Background: an optimization exercise with open tools, aiming at small area. Do not read the settings as production practice. Only simulation tests tie the RTL to the original design; equivalence was not proved. No activity file was given, so power comes from the tool's default toggle rates.

==> flow/design.v <==
module clockdivider(input logic clock,
						  input logic reset,
						  output logic clk_25MHz);
reg [1:0] counter;
always@(posedge reset or posedge clock)
begin
	if (reset == 1)
	begin
		clk_25MHz <= 0;
		counter <= 0;
	end
	else
	begin
		counter <= counter + 1;
		if(counter == 0)
		begin
			counter <= 0;
			clk_25MHz <= ~clk_25MHz;
		end
	end
end
endmodule
module clock_divider_1Hz (input logic clock,
		    input logic reset,
		    output logic clk_1Hz);
reg [27:0] counter;
always@(posedge reset or posedge clock)
begin
	if (reset == 1)
	begin
		clk_1Hz <= 0;
		counter <= 0;
	end
	else
	begin
		counter <= counter + 1;
		if(counter == 25_000_000)
		begin
			counter <= 0;
			clk_1Hz <= ~clk_1Hz;
		end
	end
end
endmodule
module fsm_snes (input clk,
					  input reset,										 
					  input strobe,										 
					  input data,											 
					  output reg [11:0] controller_state,			 
					  output finish,										 
					  output idle,											 
					  output snes_latch,									 
					  output snes_clk);									 
parameter s0 = 10'b0101000001;							 
parameter s1 = 10'b1100000010;							 
parameter s2 = 10'b0100000100;							 
parameter s3 = 10'b0000001000;							 
parameter s4 = 10'b0100010000;							 
parameter s5 = 10'b0110100000;							 
reg [9:0] state;										 
reg [9:0] delay;									 
reg [3:0] clks;										 
reg [14:0] controller_state_temp;				 
wire prefinish = (state[9:0] == s4) ? 1'b1:0;		 
assign snes_latch = state[9];								 
assign snes_clk = state[8];								 
assign finish = state[7];									 
assign idle = state[6];										 
always @(posedge clk or posedge reset)
begin
	if(reset)
	begin
		state <= s0;
		delay <= 10'd600;
		clks <= 4'd0;
	end
	else
	case(state[9:0])
	s0:									 
	begin									
		state <= s0;					 
		delay <= 10'd600;				 
		clks <= 4'd0;					 
		if(strobe == 1)				 
			state <= s1;				 
	end
	s1:									 
	begin
		state <= s1;					 
		delay <= delay - 1'b1;		 
		clks <= 4'd1;					 
		if(delay == 10'd0)			 
		begin
			delay <= 10'd300;			 
			state <= s2;				 
		end
	end
	s2:									 
	begin
		state <= s2;					 
		delay <= delay - 1'b1;		 
		clks <= clks;					 
		if(delay == 10'd0)			 
		begin
			delay <= 10'd300;			 
			state <= s3;				 
		end
	end
	s3:									 
	begin
		state <= s3;					 
		delay <= delay - 1'b1;		 
		clks <= clks;					 
		if(delay == 10'd0)			 
		begin
			clks <= clks + 1'b1;		 
			if(clks < 4'd15)			 
			begin
				delay <= 10'd300;		 
				state <= s2;			 
			end
			else							 
			begin
				delay <= 10'd600;		 
				state <= s4;			 
			end
		end
	end
	s4:									 
	begin
		state <= s4;					 
		delay <= delay - 1'b1;		 
		clks <= 4'd0;					 
		if(delay == 10'd0)			 
			state <= s5;				 
	end
	s5:									 
	begin
		state <= s0;					 
		delay <= 10'd0;				 
		clks <= 4'd0;					 
	end
	default:								 
	begin
		state <= s0;
		delay <= 10'd0;
		clks <= 4'd0;
	end
	endcase
end
wire snes_clk_fall = (state[9:0] == s1) & (delay == 10'd0);
wire prefinish_rise = (state[9:0] == s3) & (delay == 10'd0) & ~(clks < 4'd15);
always@(posedge clk or posedge reset)
begin
	if(reset)
		controller_state_temp[14:0] <= 15'd0;
	else if(snes_clk_fall)
		controller_state_temp[14:0] <= {data, controller_state_temp[14:1]};	 
end
always@(posedge clk or posedge reset)
begin
	if(reset)
		controller_state[11:0] <= 12'hFFF;
	else if(prefinish_rise)
		controller_state[11:0] <= controller_state_temp [11:0];					 
end
endmodule
module VGA (input logic clk,
				input logic strobe,
				input logic reset,
				output logic hsync,
				output logic vsync,
				output logic active_draw,
				output logic finished,
				output logic [9:0] curr_x,
				output logic [8:0] curr_y);
parameter hsync_begin = 16;
parameter hsync_end = 112;
parameter h_active = 160;
parameter vsync_begin = 490;
parameter vsync_end = 492;
parameter v_active_end = 480;
parameter pixel_line = 800;
parameter line_screen = 525;
reg [9:0] h_count;
reg [9:0] v_count;
assign hsync = ~((h_count >= hsync_begin) & (h_count < hsync_end));
assign vsync = ~((v_count >= vsync_begin) & (v_count < vsync_end));
assign curr_x = (h_count < h_active) ? 0 : (h_count - h_active);
assign curr_y = (v_count >= v_active_end) ? (v_active_end - 1) : (v_count);
assign active_draw = ~((h_count < h_active) | (v_count > v_active_end - 1));
assign finished = ((v_count == line_screen - 1) & (h_count == pixel_line));
always @ (posedge clk)
begin
	if(reset)
	begin
		h_count <= 0;
		v_count <= 0;
	end
	if(strobe)
	begin
		if(h_count == pixel_line)
		begin
			h_count <= 0;
			v_count <= v_count + 1;
		end
		else
			h_count <= h_count + 1;
		if(v_count == line_screen)
			v_count <= 0;
	end
end
endmodule
module rgb_decoder (input logic clk,
						  input logic reset,
						  input wire [11:0] controller_state,
						  input logic [9:0] curr_x,
						  input logic [8:0] curr_y,
						  output logic [3:0] r_out,
						  output logic [3:0] g_out,
						  output logic [3:0] b_out);
reg [9:0] x_pos;
reg [8:0] y_pos;
reg [3:0] r_out_sprite;
reg [3:0] g_out_sprite;
reg [3:0] b_out_sprite;
wire clk_1Hz;
reg [30:0] counter;
reg [30:0] counter2;
reg [30:0] counter3;
reg [7:0] size;
clock_divider_1Hz clk_div_1 (
	.clock (clk),
	.reset (reset),
	.clk_1Hz (clk_1Hz));
always @ (posedge clk or posedge reset)
begin
	if(reset)
	begin
		x_pos = 10'b1000000000;
		y_pos = 9'b100000000;
		counter = 31'd0;
		counter2 = 31'd0;
		counter3 = 31'd0;
		r_out_sprite = 4'b1111;
		g_out_sprite = 4'b1111;
		b_out_sprite = 4'b1111;
		size = 8'b000010100;
		r_out <= 4'b0000;
		g_out <= 4'b0000;
		b_out <= 4'b0000;
	end
	else
	begin
		counter = counter + 1;
		counter2 = counter2 + 1;
		counter3 = counter3 + 1;
		if(counter == 31'd100000)
		begin
			if(~controller_state[4])
				y_pos = y_pos - 1;
			if(~controller_state[5])
				y_pos = y_pos + 1;
			if(~controller_state[6])
				x_pos = x_pos - 1;
			if(~controller_state[7])
				x_pos = x_pos + 1;
			counter = 31'd0;
		end
		if(counter2 == 31'd10000000)
		begin
			if(~controller_state[10])
				r_out_sprite = r_out_sprite - 1;
			if(~controller_state[11])
				r_out_sprite = r_out_sprite + 1;
			if(~controller_state[0])
				g_out_sprite = g_out_sprite - 1;
			if(~controller_state[8])
				g_out_sprite = g_out_sprite + 1;
			if(~controller_state[1])
				b_out_sprite = b_out_sprite - 1;
			if(~controller_state[9])
				b_out_sprite = b_out_sprite + 1;
			if(~controller_state[2])
				size = size - 1;
			if(~controller_state[3])
				size = size + 1;
			counter2 = 31'd0;
		end
		if(curr_x > x_pos - size & curr_x < x_pos + size)
		begin
			if(curr_y > y_pos - size & curr_y < y_pos + size)
			begin
				r_out <= r_out_sprite;
				g_out <= g_out_sprite;
				b_out <= b_out_sprite;
			end
		end
		else
		begin
			r_out <= 4'b0000;
			g_out <= 4'b0000;
			b_out <= 4'b0000;
		end
	end
end
endmodule
module vga_generator(input logic active_draw,
							input logic [3:0] r,
							input logic [3:0] g,
							input logic [3:0] b,
							output logic [3:0] r_out,
							output logic [3:0] g_out,
							output logic [3:0] b_out);
always_comb
	if(active_draw)
	begin
		r_out = r;
		g_out = g;
		b_out = b;
	end
	else
	begin
		r_out = 4'b0000;
		g_out = 4'b0000;
		b_out = 4'b0000;
	end
endmodule
module top_level(input logic clk,
					  input logic strobe,
					  input logic data,
					  input logic reset,
					  output logic snes_latch,
					  output logic snes_clk,
					  output logic v_sync,
					  output logic h_sync,
					  output logic [3:0] r,
					  output logic [3:0] g,
					  output logic [3:0] b);
reg [11:0] controller_state;
wire clk_25MHz, active_draw;
reg [3:0] r_reg;
reg [3:0] g_reg;
reg [3:0] b_reg;
reg [9:0] curr_x;
reg [8:0] curr_y;
fsm_snes snes_decode (
	.clk (clk),
	.reset (reset),
	.strobe (strobe),
	.data (data),
	.snes_latch (snes_latch),
	.controller_state (controller_state),
	.snes_clk (snes_clk));
clockdivider my_clk_div (
	.clock (clk),
	.reset (reset),
	.clk_25MHz (clk_25MHz));
VGA my_VGA (
	.clk (clk),
	.strobe (clk_25MHz),
	.reset (reset),
	.hsync (h_sync),
	.vsync (v_sync),
	.curr_x (curr_x),
	.curr_y (curr_y),
	.active_draw (active_draw));
rgb_decoder my_decoder (
	.clk (clk),
	.controller_state (controller_state),
	.reset (reset),
	.curr_x (curr_x),
	.curr_y (curr_y),
	.r_out (r_reg),
	.g_out (g_reg),
	.b_out (b_reg));
vga_generator my_generator (
	.active_draw (active_draw),
	.r (r_reg),
	.g (g_reg),
	.b (b_reg),
	.r_out (r),
	.g_out (g),
	.b_out (b));
endmodule
==> flow/run.sh <==
#!/bin/bash
# synth_recipe.tcl (not shown) runs the flow's synth.tcl, then flattens the netlist and writes it again
# the make line also repeats each setting of config.mk as NAME=value (left out here)
make -C /OpenROAD-flow-scripts/flow DESIGN_CONFIG=/design/flow/config.mk WORK_HOME=/design/flow/orfs CLKGATE_MAP_FILE= SYNTH_SCRIPT=/design/flow/synth_recipe.tcl finish
==> flow/config.mk <==
export PLATFORM = sky130hd
export DESIGN_NAME = top_level
export DESIGN_NICKNAME = top_level
export VERILOG_FILES = /design/flow/design.v
export SDC_FILE = /design/flow/constraint.sdc
export NUM_CORES = 4
export LEC_CHECK = 0
export CAP_MARGIN = 20
export CORE_MARGIN = 2
export CORE_UTILIZATION = 40
export SLEW_MARGIN = 20
==> flow/constraint.sdc <==
create_clock -name core_clock -period 10.0 [get_ports {clk}]
set_input_delay 2.0000 -clock core_clock [delete_from_list [all_inputs] [get_ports {clk}]]
set_output_delay 2.0000 -clock core_clock [all_outputs]
set_load 0.01 [all_outputs]
==> impl_metrics.csv <==
group,metric,value,unit
placement,gp_congestion,0.8035,
die,initial_core_util,0.4093,
die,design.die.area,32900,um^2
clock_network,cts.sinks,184,
worst_setup_path,worstSetupEndpointType,"register",
worst_setup_path,r2r_slack,2.61,ns
route,vias_per_cell,5.312,
worst_setup_path,slowest_stage,"a2111oi_0",
job,cap_viol_max_count,0,
finish,final_cell_mix,"nor2_1, dfrtp_1, xnor2_1",
min_path,min_to,"my_decoder.counter[0]",
die,die_x,181.4,um
placement,dp_hpwl,19720,um
clock_network,cts_tree,"done",
placement,dpl_cell_area,13110,um^2
worst_setup_path,r2r_end,"my_decoder.b_out[1]",
timing,setup_violations,0,
clock_network,hold_buffers,0,
min_path,hold_start,"my_decoder.counter[0]",
die,core-area,30750,um^2
global_route,grt_usage,0.1678,
global_route,overflow,0,
pwr,p_leak,0.006065,uW
route,ant_nets,0,
clock_network,clk_path_buf_depth,2,
timing,maxSlewViolCount,0,
global_route,antenna_found_initial,1,
timing,min_period,7.385,ns
timing,finalCritPeriodShare,0.7385,
global_route,grt_pass1_vias,9242,
route,dr_total_vias,9312,
worst_setup_path,slowest_delay,0.62,ns
clock_network,cts_setup_buffers,0,
timing,final_hold_viol_count,0,
route,firstDrtPassIters,5,
die,ios,20,
finish,layout-drive-gt1-share,0.1105,
clock_network,cts_resized,0,
yosys,ys_ff_latch,184,
pwr,ir_worst_vdd,117.5,uV
worst_setup_path,worstReg2RegStart,"my_decoder.counter2[0]",
clock_network,clock_latency,0.44,ns
yosys,mappedNetlistArea,12590,um^2
yosys,synth_ff_type,"dfrtp_1",
finish,final_area,13730,um^2
timing,fin_setup_tns,0,ns
route,drc,0,
worst_setup_path,critPathMaxFanout,21,
finish,area_growth,9.046,%
finish,diodes,0,
clock_network,numCtsBuffers,17,
min_path,hp-class,"reg2reg",
finish,final_net_count,1445,
worst_setup_path,critPathKind,"reg2reg",
timing,rsz0062_at_grt,"false",
yosys,yosysWarnings,6,
clock_network,path_clk_slew,0.07,ns
route,finalWirelength,26450,um
placement,io_buffers,19,
worst_setup_path,cp.arrival,7.76,ns
yosys,async_flop_share,0.8913,
die,rows,64,
pwr,p_per_area,123.7,nW/um^2
timing,fmax,135.4,MHz
die,die_h,181.4,um
worst_setup_path,cp-start-kind,"register",
finish,n_fill_cell,2961,
timing,finClkSkew,0.01991,ns
yosys,synthesis.nets,1452,
clock_network,root_buffer,"clkbuf_16",
yosys,yosysUniqueCellTypes,84,
yosys,syn_avg_cell_area,9.317,um^2
yosys,netlist_instances,1351,
yosys,synth-edff-count,10,
run_status,status,"complete, no violations",
finish,layout_commonest_cell,"nor2_1",
min_path,min_path_cells,1,
finish,utilization,0.4464,
yosys,seq_area_frac_synth,0.3692,
timing,slew_headroom,0.3680,
worst_setup_path,cp_data_required_time,10.38,ns
clock_network,htree_levels,4,
global_route,grt_max_degree,75,
timing,tightest_slew,0.9480,ns
global_route,grt_pass1_wl,45680,um
pwr,p_total,1697,uW
route,routedWlPerCell,15.09,um
route,drtIter0Drc,433,
worst_setup_path,rr_worst_depth,29,
## per-stage QoR
step / setup WS [ns] / hold slack, ns / std cells
2_1_floorplan: 3.033 / 0.4329 / 1351
3_3_place_gp: 2.943 / 0.4449 / 1721
3_5_place_dp: 2.654 / 0.4533 / 1721
4_1_cts: 2.559 / 0.4629 / 1753
5_1_grt: 1.947 / 0.4880 / 1753
6_report: 2.615 / 0.4578 / 1753
## sequential cells by signal (all words and copies together) (netlist names), 7 cells and up
register and flops:
my_VGA.h_count 10, my_VGA.v_count 10, my_decoder.counter 31, my_decoder.counter2 31, my_decoder.size 8, my_decoder.x_pos 10
my_decoder.y_pos 9, snes_decode.controller_state 12, snes_decode.controller_state_temp 15, snes_decode.delay 10, snes_decode.state 7
## critical path, delay by kind of cell, from the launching register on
family          cells  cell delay, ns
simple gates        9            1.93
fa+ha+maj           3            0.78
buf+inv             2            0.53
compound gates     14            3.50
xor+xnor            1            0.14
flops               1            0.43
## cell usage after synthesis, drive strengths merged (5+ instances only)
cell type / number / area [um^2]
a21o: 9 / 67.56
nor4: 15 / 127.6
nand4: 33 / 227.7
mux2: 35 / 397.9
nand3: 43 / 215.2
and2: 14 / 87.58
mux2i: 9 / 90.09
nor3: 42 / 210.2
o211ai: 6 / 45.04
edfxtp: 10 / 300.3
nor2b: 21 / 131.4
nand2: 68 / 255.2
or4: 9 / 75.07
buf: 10 / 70.06
or2: 13 / 83.84
ha: 93 / 1164
a31oi: 6 / 37.54
o31ai: 6 / 45.04
dfstp: 34 / 893.4
o21bai: 17 / 127.6
clkbuf: 41 / 153.9
xor2: 67 / 609.3
o21ai: 42 / 214.0
nand2b: 10 / 62.56
nand4b: 5 / 43.79
xnor2: 119 / 1042
and3: 30 / 187.7
a21oi: 69 / 349.1
o21a: 5 / 37.54
dfrtp: 130 / 3253
nor2: 148 / 590.6
and4: 9 / 78.83
nand3b: 7 / 52.55
dfxtp: 10 / 200.2
a211oi: 18 / 150.2
inv: 78 / 292.8
or3: 22 / 137.6
## worst max-delay path by stage
stage / start / endpoint / slack [ns] / cells after the start
floorplan: reset / my_VGA.h_count[0] / 3.03 / 2
global placement: my_decoder.counter2[0] / my_decoder.r_out[1] / 2.94 / 29
detailed placement: my_decoder.counter2[0] / my_decoder.b_out[1] / 2.65 / 29
CTS: my_decoder.counter2[0] / my_decoder.b_out[1] / 2.56 / 29
global route: my_decoder.counter2[0] / my_decoder.b_out[1] / 1.95 / 29
finish: my_decoder.counter2[0] / my_decoder.b_out[1] / 2.61 / 29
## cells by family after synthesis
kind of cell | share of synthesized area
AOI/OAI and AO/OA | 0.1086
xor gates and xnor gates | 0.1312
and+or+nand+nor | 0.2124
adders and majority gates | 0.09881
DFF | 0.3692
muxes | 0.03877
buffers and inverters | 0.04105
## metal layers
| layer | share of wire | track usage | vias up |
|---|---|---|---|
| li1 | - | - | 4701 |
| met2 | 0.47 | 0.2835 | 106 |
| met5 | 0 | 0 | - |
| met1 | 0.49 | 0.2262 | 4485 |
| met4 | 0.013 | 0.03837 | 0 |
| met3 | 0.022 | 0.02667 | 20 |
## layout make-up
| class | count | area (um^2) | area share |
|---|---|---|---|
| clock inverter | 11 | 136.4 | 0.009936 |
| sequential | 184 | 4647 | 0.3386 |
| clock buffer | 21 | 470.5 | 0.03428 |
| tap | 396 | 495.5 | 0.03610 |
| timing repair buffer | 25 | 235.2 | 0.01714 |
| multi-input combinational | 1038 | 7443 | 0.5423 |
| inverter | 78 | 297.8 | 0.02170 |
## where the power goes
group / total (uW) / switching, uW / internal [uW]
registers: 812 / 25.7 / 786
clock network: 706 / 312 / 394
logic: 180 / 108 / 72.1

==> static timing again, ports no longer ideal <==
In the flow no input, the clock included, has a driving cell. The finished layout below was timed again as built, in two steps. Step 1 sets driving cells, clkbuf_16 on the clock port and buf_2 on the other inputs (assumed; they add their load-dependent delay and slew). Step 2 times the ports against the registers' clock, not the clock port: input delays grow and output delays shrink by t, the midpoint of the rising clock arrivals with the driver on. Three values: ideal ports, drivers, drivers and shift; two values: the first two.
t (ns): 0.479
slack for setup (ns): 2.615 / 2.615 / 2.615
worst setup path at the end: register to register
pins driven straight from the clock port: 1
After both steps this run still meets setup and hold. The setup slack of this run moves by 0.000 ns with the drivers and by 0.000 ns with both steps.
